Context: an optimization exercise on an open-source flow, tuned for small area. The choices shown serve that exercise and are no tape-out recipe.
The RTL was checked by simulation tests, not by an equivalence proof against the original design.
No activity file was given, so power comes from the tool's default toggle rates.

Design uart_telemetry, start of the top module:
module uart_telemetry (
    input  logic        clk,
    input  logic        rst,
    input  logic [7:0]  tx_data,
    input  logic        tx_fifo_empty,
    output logic        tx_fifo_read,
    output logic        tx,
    output logic        tx_busy,
    input  logic        rx,
    output logic [7:0]  rx_data,
    output logic        rx_busy,
    output logic [31:0] score,
    output logic        score_valid
);
For scale: about 360 cells after synthesis, about 57 I/O pins, roughly 4600 um^2 of cells after synthesis.
==> flow/config.mk <==
export PLATFORM = sky130hd
export DESIGN_NAME = uart_telemetry
export DESIGN_NICKNAME = uart_telemetry
export VERILOG_FILES = /design/flow/design.v
export SDC_FILE = /design/flow/constraint.sdc
export NUM_CORES = 4
export LEC_CHECK = 0
export CAP_MARGIN = 20
export CORE_MARGIN = 2
export CORE_UTILIZATION = 40
export CTS_BUF_LIST = sky130_fd_sc_hd__clkbuf_8
export SLEW_MARGIN = 20
==> flow/constraint.sdc <==
create_clock -name core_clock -period 20.0 [get_ports {clk}]
set_input_delay 4.0000 -clock core_clock [delete_from_list [all_inputs] [get_ports {clk}]]
set_output_delay 4.0000 -clock core_clock [all_outputs]
set_load 0.01 [all_outputs]
standard.sh (not shown) runs the stock make flow with config.mk's settings and CLKGATE_MAP_FILE= SYNTH_SCRIPT=/design/flow/synth_recipe.tcl, a recipe that flattens the netlist after the stock synthesis.
==> flow/flow/run.sh <==
#!/bin/bash
set -euo pipefail
export BUFFER_PORTS_ARGS="-buffer_cell sky130_fd_sc_hd__buf_1"
bash standard.sh finish > standard_flow.log 2>&1
The first run finished clean.
Edit:
==> flow/flow/run.sh (replaced) <==
#!/bin/bash
# The standard layout (standard.sh) with three changes to how it is made:
#  - synthesis maps logic with an area-oriented abc script (area.abc) instead of
#    the speed script, and without the separate adder mapping step; register
#    mapping and naming are the standard synthesis's (synth_wrap.tcl);
#  - the port buffers inserted in global placement use the smallest buffer cell.
# The whole make output goes to standard_flow.log; each step logs under orfs/logs.
set -euo pipefail
here=$(pwd)
std_synth=$(grep -o 'SYNTH_SCRIPT=[^ ]*' standard.sh | head -1 | cut -d= -f2)
export FLOW_SYNTH_TCL="$std_synth"
export UART_ABC_SCRIPT="$here/flow/area.abc"
export BUFFER_PORTS_ARGS="-buffer_cell sky130_fd_sc_hd__buf_1"
bash standard.sh SYNTH_SCRIPT="$here/flow/synth_wrap.tcl" ADDER_MAP_FILE= finish > standard_flow.log 2>&1
==> flow/flow/area.abc (new file) <==
&get -n
&st
&dch -f
&nf -R 1000
&put
==> flow/flow/synth_wrap.tcl (new file) <==
# The standard synthesis script (FLOW_SYNTH_TCL, the standard flow's own), except that
# abc maps the logic with the area-oriented script in UART_ABC_SCRIPT.
# Registers are mapped before abc runs, so they are the standard synthesis's.
proc abc {args} {
  set i [lsearch -exact $args -script]
  if {$i >= 0} {
    set args [lreplace $args [expr {$i + 1}] [expr {$i + 1}] $::env(UART_ABC_SCRIPT)]
  }
  yosys abc {*}$args
}
source $::env(FLOW_SYNTH_TCL)
Sequential share of layout area rose by 4.2 points.
Wire length fell by 8.7%.
Clock power fell by about 6%.

---

## red
The RTL this note starts from:
==> flow/design.v <==
module transmitter #(
    parameter int clock_freq = 50_000_000,
    parameter int baud = 9600
)(
    input  logic       clk,
    input  logic       rst,
    input  logic [7:0] data_in,
    input  logic       fifo_empty,
    output logic       fifo_read,
    output logic       transmit_wire,
    output logic       state_busy
);
    localparam int cycles_per_bit = clock_freq / baud;
    logic [10:0] frame;         
    localparam logic [12:0] LFSR_LAST = 13'd2255;
    localparam logic [12:0] LFSR_MASK = 13'b1011111011011;
    localparam logic [12:0] POLARITY = 13'b1010101010101;
    logic [12:0] bit_counter_q;
    wire  [12:0] bit_counter = bit_counter_q ^ POLARITY;
    wire idle    = ~|frame;
    wire bit_end = ((bit_counter ^ LFSR_LAST) & LFSR_MASK) == 13'd0;
    assign fifo_read  = idle & ~fifo_empty;
    assign state_busy = ~idle;
    always_ff @(posedge clk or posedge rst) begin
        if (rst)
            frame <= '0;
        else if (fifo_read)
            frame <= {1'b1, ^data_in, data_in, 1'b0};
        else if (bit_end)
            frame <= {1'b0, frame[10:1]};
    end
    always_ff @(posedge clk) begin
        if (idle | bit_end)
            bit_counter_q <= POLARITY;
        else
            bit_counter_q <= {bit_counter[11:0],
                              ~(bit_counter[12] ^ bit_counter[9])}
                             ^ POLARITY;
    end
    always_ff @(posedge clk or posedge rst) begin
        if (rst)
            transmit_wire <= 1'b1;
        else
            transmit_wire <= frame[0] | idle;
    end
endmodule
module receiver #(
        parameter int clk_freq = 50_000_000,
        parameter int baud = 9600
)(
        input  logic        clk,
        input  logic        rst,
        input  logic        data_trans,
        output logic [7:0]  data_received,
        output logic        state_busy,
        output logic [3:0]  phase,         
        output logic        tick,          
        output logic [4:0]  slot,          
        output logic        sample_bit,    
        output logic        send           
);
        localparam int cycles_per_bit = clk_freq / baud;
        localparam int SLOT_CYCLES = cycles_per_bit / 24;    
        localparam logic [7:0] TICK_STATE = 8'd128;
        localparam logic [7:0] TICK_MASK  = 8'b11111101;
        localparam logic [7:0] POLARITY   = 8'b10101010;
        logic [7:0] timer_q;
        wire  [7:0] timer = timer_q ^ POLARITY;
        logic [7:0] shift_reg;
        logic       prev_data;
        wire idle    = (phase == 4'd3);
        wire start0  = (phase == 4'd6);
        assign send  = (phase == 4'd2);
        assign tick  = ((timer ^ TICK_STATE) & TICK_MASK) == 8'd0;
        wire bit_end = tick & slot[4] & slot[2] & slot[1] & slot[0];
        assign state_busy = ~(idle | start0);
        assign sample_bit = shift_reg[7];
        always_ff @(posedge clk or posedge rst) begin
                if (rst)
                        prev_data <= 1'b1;
                else
                        prev_data <= data_trans;
        end
        always_ff @(posedge clk or posedge rst) begin
                if (rst)
                        phase <= 4'd3;
                else if (idle) begin
                        if (prev_data & ~data_trans)
                                phase <= 4'd6;
                end else if (bit_end | send | start0)
                        phase <= phase + 4'd1;
        end
        always_ff @(posedge clk) begin
                if (idle | start0 | tick)
                        timer_q <= POLARITY;
                else
                        timer_q <= {timer[6:0], ~(timer[7] ^ timer[2])} ^ POLARITY;
        end
        always_ff @(posedge clk) begin
                if (idle | start0)
                        slot <= 5'd12;
                else if (tick)
                        slot <= bit_end ? 5'd0 : slot + 5'd1;
        end
        always_ff @(posedge clk) begin
                if (bit_end & phase[3])
                        shift_reg <= {data_trans, shift_reg[7:1]};
        end
        always_ff @(posedge clk or posedge rst) begin
                if (rst)
                        data_received <= 8'd0;
                else if (send)
                        data_received <= shift_reg;
        end
endmodule
module scoring_model (
    input  logic        clk,
    input  logic        rst,
    input  logic [3:0]  phase,
    input  logic        tick,
    input  logic [4:0]  slot,
    input  logic        sample_bit,
    input  logic [2:0]  byte_index,
    input  logic        update,
    output logic [31:0] score,
    output logic        valid
);
    logic [22:0] acc_n;       
    logic        carry;
    logic [22:0] score_n;     
    logic        unscored;    
    wire after_sample = phase[3] ? (phase[2:0] != 3'd0) : (phase == 4'd0);
    wire field_end    = (phase == 4'd0) & byte_index[0];
    wire low8         = ~slot[4] & ~slot[3];
    wire rotate       = tick & after_sample & (~field_end | low8);
    logic [5:0] coeff;
    always_comb begin
        case (byte_index[2:1])
            2'd0: coeff = 6'd35;
            2'd1: coeff = 6'd30;
            2'd2: coeff = 6'd20;
            default: coeff = 6'd15;
        endcase
    end
    wire [7:0] coeff8 = {2'b00, coeff};
    wire addend = sample_bit & low8 & coeff8[slot[2:0]];
    wire clear = (byte_index == 3'd0) & (phase == 4'd9)
               & ~(slot[4] & slot[2] & slot[1] & slot[0]);
    wire a    = ~acc_n[0] & ~clear;
    wire sum  = a ^ addend ^ carry;
    wire cout = (a & addend) | (a & carry) | (addend & carry);
    always_ff @(posedge clk) begin
        if (rotate)
            acc_n <= {~sum, acc_n[22:1]};
        if (tick)
            carry <= rotate & cout;
    end
    always_ff @(posedge clk) begin
        if (update)
            score_n <= acc_n;
    end
    always_ff @(posedge clk or posedge rst) begin
        if (rst)
            unscored <= 1'b1;
        else if (update)
            unscored <= 1'b0;
    end
    assign score = {9'd0, ~(score_n | {23{unscored}})};
    assign valid = ~(unscored | update);
endmodule
module packet_assembler (
    input  logic       clk,
    input  logic       rst,
    input  logic       send,
    output logic [2:0] byte_index,
    output logic       update
);
    logic [3:0] count;
    always_ff @(posedge clk or posedge rst) begin
        if (rst)
            count <= 4'd0;
        else if (update)
            count <= 4'd0;
        else if (send | count[3])
            count <= count + 4'd1;
    end
    assign byte_index = count[2:0];
    assign update = count[3] & count[1];
endmodule
module uart_telemetry (
    input  logic        clk,
    input  logic        rst,
    input  logic [7:0]  tx_data,
    input  logic        tx_fifo_empty,
    output logic        tx_fifo_read,
    output logic        tx,
    output logic        tx_busy,
    input  logic        rx,
    output logic [7:0]  rx_data,
    output logic        rx_busy,
    output logic [31:0] score,
    output logic        score_valid
);
    logic [3:0]  rx_phase;
    logic        rx_tick;
    logic [4:0]  rx_slot;
    logic        rx_sample;
    logic        rx_send;
    logic [2:0]  byte_index;
    logic        update;
    transmitter #(
        .clock_freq(50_000_000),
        .baud(9600)
    ) u_transmitter (
        .clk(clk),
        .rst(rst),
        .data_in(tx_data),
        .fifo_empty(tx_fifo_empty),
        .fifo_read(tx_fifo_read),
        .transmit_wire(tx),
        .state_busy(tx_busy)
    );
    receiver #(
        .clk_freq(50_000_000),
        .baud(9600)
    ) u_receiver (
        .clk(clk),
        .rst(rst),
        .data_trans(rx),
        .data_received(rx_data),
        .state_busy(rx_busy),
        .phase(rx_phase),
        .tick(rx_tick),
        .slot(rx_slot),
        .sample_bit(rx_sample),
        .send(rx_send)
    );
    packet_assembler u_assembler (
        .clk(clk),
        .rst(rst),
        .send(rx_send),
        .byte_index(byte_index),
        .update(update)
    );
    scoring_model u_scoring (
        .clk(clk),
        .rst(rst),
        .phase(rx_phase),
        .tick(rx_tick),
        .slot(rx_slot),
        .sample_bit(rx_sample),
        .byte_index(byte_index),
        .update(update),
        .score(score),
        .valid(score_valid)
    );
endmodule
export LEC_CHECK = 0
export CAP_MARGIN = 0
export CORE_MARGIN = 2
export CORE_UTILIZATION = 65
export CTS_BUF_LIST = sky130_fd_sc_hd__clkbuf_8
export SLEW_MARGIN = 0
create_clock -name core_clock -period 20.0 [get_ports {clk}]
==> flow/flow/run.sh <==
#!/bin/bash
# The standard layout (standard.sh) with these changes to how it is made:
#  - synthesis maps logic with an area-oriented abc script (area.abc) instead of
#    the speed script, and without the separate adder mapping step; register
#    mapping and naming are the standard synthesis's (synth_wrap.tcl);
#  - the port buffers inserted in global placement use the smallest buffer cell;
#  - clock tree synthesis adds no dummy loads to balance the leaf nets;
#  - the constant outputs share one tie cell (SKIP_REPAIR_TIE_FANOUT).
# The whole make output goes to standard_flow.log; each step logs under orfs/logs.
set -euo pipefail
here=$(pwd)
std_synth=$(grep -o 'SYNTH_SCRIPT=[^ ]*' standard.sh | head -1 | cut -d= -f2)
export FLOW_SYNTH_TCL="$std_synth"
export UART_ABC_SCRIPT="$here/flow/area.abc"
export BUFFER_PORTS_ARGS="-buffer_cell sky130_fd_sc_hd__buf_1"
export CTS_ARGS="-sink_clustering_enable -repair_clock_nets -buf_list sky130_fd_sc_hd__clkbuf_8 -dont_use_dummy_load -sink_clustering_size 24 -sink_clustering_max_diameter 120 -sink_clustering_buffer sky130_fd_sc_hd__clkbuf_8"
bash standard.sh SYNTH_SCRIPT="$here/flow/synth_wrap.tcl" ADDER_MAP_FILE= SKIP_REPAIR_TIE_FANOUT=1 finish > standard_flow.log 2>&1
==> flow/flow/area.abc <==
&get -n
&st
&dch -f
&if -K 6 -a
&mfs
&st
&dch -f -x
&nf -R 2000 -E 0
&put
==> flow/flow/synth_wrap.tcl <==
# The standard synthesis script (FLOW_SYNTH_TCL, the standard flow's own), except that
# abc maps the logic with the area-oriented script in UART_ABC_SCRIPT.
# Registers are mapped before abc runs, so they are the standard synthesis's.
proc abc {args} {
  set i [lsearch -exact $args -script]
  if {$i >= 0} {
    set args [lreplace $args [expr {$i + 1}] [expr {$i + 1}] $::env(UART_ABC_SCRIPT)]
  }
  yosys abc {*}$args
}
source $::env(FLOW_SYNTH_TCL)
### red -> blue
diff --git a/flow/flow/run.sh b/flow/flow/run.sh
--- a/flow/flow/run.sh
+++ b/flow/flow/run.sh
@@ -16 +16 @@
-export CTS_ARGS="-sink_clustering_enable -repair_clock_nets -buf_list sky130_fd_sc_hd__clkbuf_8 -dont_use_dummy_load -sink_clustering_size 24 -sink_clustering_max_diameter 120 -sink_clustering_buffer sky130_fd_sc_hd__clkbuf_8"
+export CTS_ARGS="-sink_clustering_enable -repair_clock_nets -buf_list sky130_fd_sc_hd__clkbuf_8 -dont_use_dummy_load"
blue against red: cell area flat, sequential standard cell area flat, via count of the first global-routing pass flat, peak fanout along the critical path flat.
Input-level comparison between green and blue:
diff --git a/flow/flow/run.sh b/flow/flow/run.sh
--- a/flow/flow/run.sh
+++ b/flow/flow/run.sh
@@ -16 +16 @@
-export CTS_ARGS="-sink_clustering_enable -repair_clock_nets -buf_list sky130_fd_sc_hd__clkbuf_8 -dont_use_dummy_load"
+export CTS_ARGS="-sink_clustering_enable -repair_clock_nets -buf_list sky130_fd_sc_hd__clkbuf_8 -dont_use_dummy_load -sink_clustering_size 24 -sink_clustering_max_diameter 120 -sink_clustering_levels 1"
[summary]
Diff green..blue | overall power after layout | unchanged. Between blue and green, the difference in logic gate share of total power is negligible. As far as routability congestion estimate from global placement is concerned, green and blue perform about the same. Comparing green against blue, there is no change at all in worst setup slack after layout. From blue to green, placed instance count did not move at all. Max-slew violation total from the final report: green vs blue identical.
Input-level comparison between orange and green:
Settings: an added GPL_ROUTABILITY_DRIVEN of 0; an added GPL_TIMING_DRIVEN of 0.
diff --git a/flow/flow/run.sh b/flow/flow/run.sh
--- a/flow/flow/run.sh
+++ b/flow/flow/run.sh
@@ -16 +16 @@
-export CTS_ARGS="-sink_clustering_enable -repair_clock_nets -buf_list sky130_fd_sc_hd__clkbuf_8 -dont_use_dummy_load -sink_clustering_size 24 -sink_clustering_max_diameter 120 -sink_clustering_levels 1"
+export CTS_ARGS="-sink_clustering_enable -repair_clock_nets -buf_list sky130_fd_sc_hd__clkbuf_8 -dont_use_dummy_load"
## What came out
Compared to green, orange has non-clock buffer count 18% higher. In orange, the number of global-route vias before repair came out about 5.3% below the value in green. Setup TNS: green vs orange identical. green → orange: final non-filler cell area grew by 100 um^2, non-filler instance count after layout grew by about 2%, wire length after detailed routing shrank by 120 um. Compared with green, orange shows achievable clock frequency that has gone down slightly. Summary: with green as the reference, number of filler cells placed in the layout in orange moved down by a few percent.
diff inputs: orange => purple
Settings: removing GPL_ROUTABILITY_DRIVEN (formerly 0); removing GPL_TIMING_DRIVEN (formerly 0).
diff --git a/flow/flow/run.sh b/flow/flow/run.sh
--- a/flow/flow/run.sh
+++ b/flow/flow/run.sh
@@ -7,2 +7 @@
-#  - clock tree synthesis adds no dummy loads to balance the leaf nets;
-#  - the constant outputs share one tie cell (SKIP_REPAIR_TIE_FANOUT).
+#  - clock tree synthesis adds no dummy loads to balance the leaf nets.
@@ -17 +16 @@
-bash standard.sh SYNTH_SCRIPT="$here/flow/synth_wrap.tcl" ADDER_MAP_FILE= SKIP_REPAIR_TIE_FANOUT=1 finish > standard_flow.log 2>&1
+bash standard.sh SYNTH_SCRIPT="$here/flow/synth_wrap.tcl" ADDER_MAP_FILE= finish > standard_flow.log 2>&1
Notes after the runs:
On combined global-route utilization of all metal layers, orange and purple are basically level. Compared purple vs orange, and growth of design area from synthesis to finish is down in purple. Comparing purple against orange, there is no change at all in non-clock inverter instance count of the final layout. orange leaves less setup margin than purple. Sum of routed wire segments on met1 | purple below orange.

---

Another version of the RTL of uart_telemetry (not shown whole).
Size: about 57 I/O pins.
export LEC_CHECK = 0
export ABC_AREA = 1
export CAP_MARGIN = 20
export CORE_MARGIN = 2
export CORE_UTILIZATION = 40
export SLEW_MARGIN = 20
create_clock -name core_clock -period 20.0 [get_ports {clk}]
run.sh (not shown) runs the stock make flow with config.mk's settings and CLKGATE_MAP_FILE= SYNTH_SCRIPT=/design/flow/synth_recipe.tcl, a recipe that flattens the netlist after the stock synthesis.
Stock flow here: none of the scripts above is used.
==> next run, changes <==
ABC_AREA = default   (was 1)
=>
- non-clock buffer count goes up by 2
- area after synthesis drops by about 4.6%
- cell count went down by about 26%
- worst setup slack degrades by 0.48 ns
- global-route usage rose by 0.31 points
- design area shrinks by about 4.4%
- routed wire length falls by 7.0%
- count of clock-buffer cells in the layout fell by 1
- synthesized cell count fell by 32%
- first-iteration DRC count drops by 45%
- total power decreases by about 3.7%

## static timing again, ports no longer ideal
No port has a modelled driver above. Below, the same layouts with a new extraction and two added sets of constraints.
Step 1, drivers: a clkbuf_16 drives clk and a buf_2 each remaining input, both assumed.
Step 2 adds t to the input delays and takes it off the output delays; t is the mean of the earliest and latest rising clock arrival at the registers after step 1. Input paths then give back, and output paths get back, about the clock's delay inside the block.
a / b / c = ideal / step 1 / step 2; a / b = the first two.
run | t, ns | slack for setup (ns) | hold WS [ns] | clock arrival spread, ns | pins driven straight from the clock port
the first run of note 1 | 0.399 | 10.973 / 10.952 / 10.952 | 0.455 / 0.455 / 0.455 | 0.015 / 0.015 | 1
the second run of note 1 | 0.389 | 11.215 / 11.193 / 11.193 | 0.452 / 0.452 / 0.452 | 0.015 / 0.015 | 1
red | 0.376 | 11.135 / 11.115 / 11.115 | 0.380 / 0.380 / 0.380 | 0.033 / 0.033 | 1
blue | 0.376 | 11.135 / 11.115 / 11.115 | 0.380 / 0.380 / 0.380 | 0.033 / 0.033 | 1
green | 0.376 | 11.135 / 11.115 / 11.115 | 0.380 / 0.380 / 0.380 | 0.033 / 0.033 | 1
orange | 0.376 | 11.107 / 11.085 / 11.085 | 0.369 / 0.369 / 0.369 | 0.034 / 0.034 | 1
purple | 0.375 | 11.194 / 11.171 / 11.171 | 0.357 / 0.357 / 0.357 | 0.022 / 0.022 | 1
the first run of note 3 | 0.375 | 10.681 / 10.657 / 10.657 | 0.451 / 0.451 / 0.451 | 0.010 / 0.010 | 1
the second run of note 3 | 0.387 | 10.204 / 10.182 / 10.182 | 0.446 / 0.446 / 0.446 | 0.008 / 0.008 | 1
After both steps setup and hold are still met in every run listed. For the first run of note 3, which loses most, drivers alone change the setup slack by -0.024 ns; drivers and shift together by -0.024 ns.
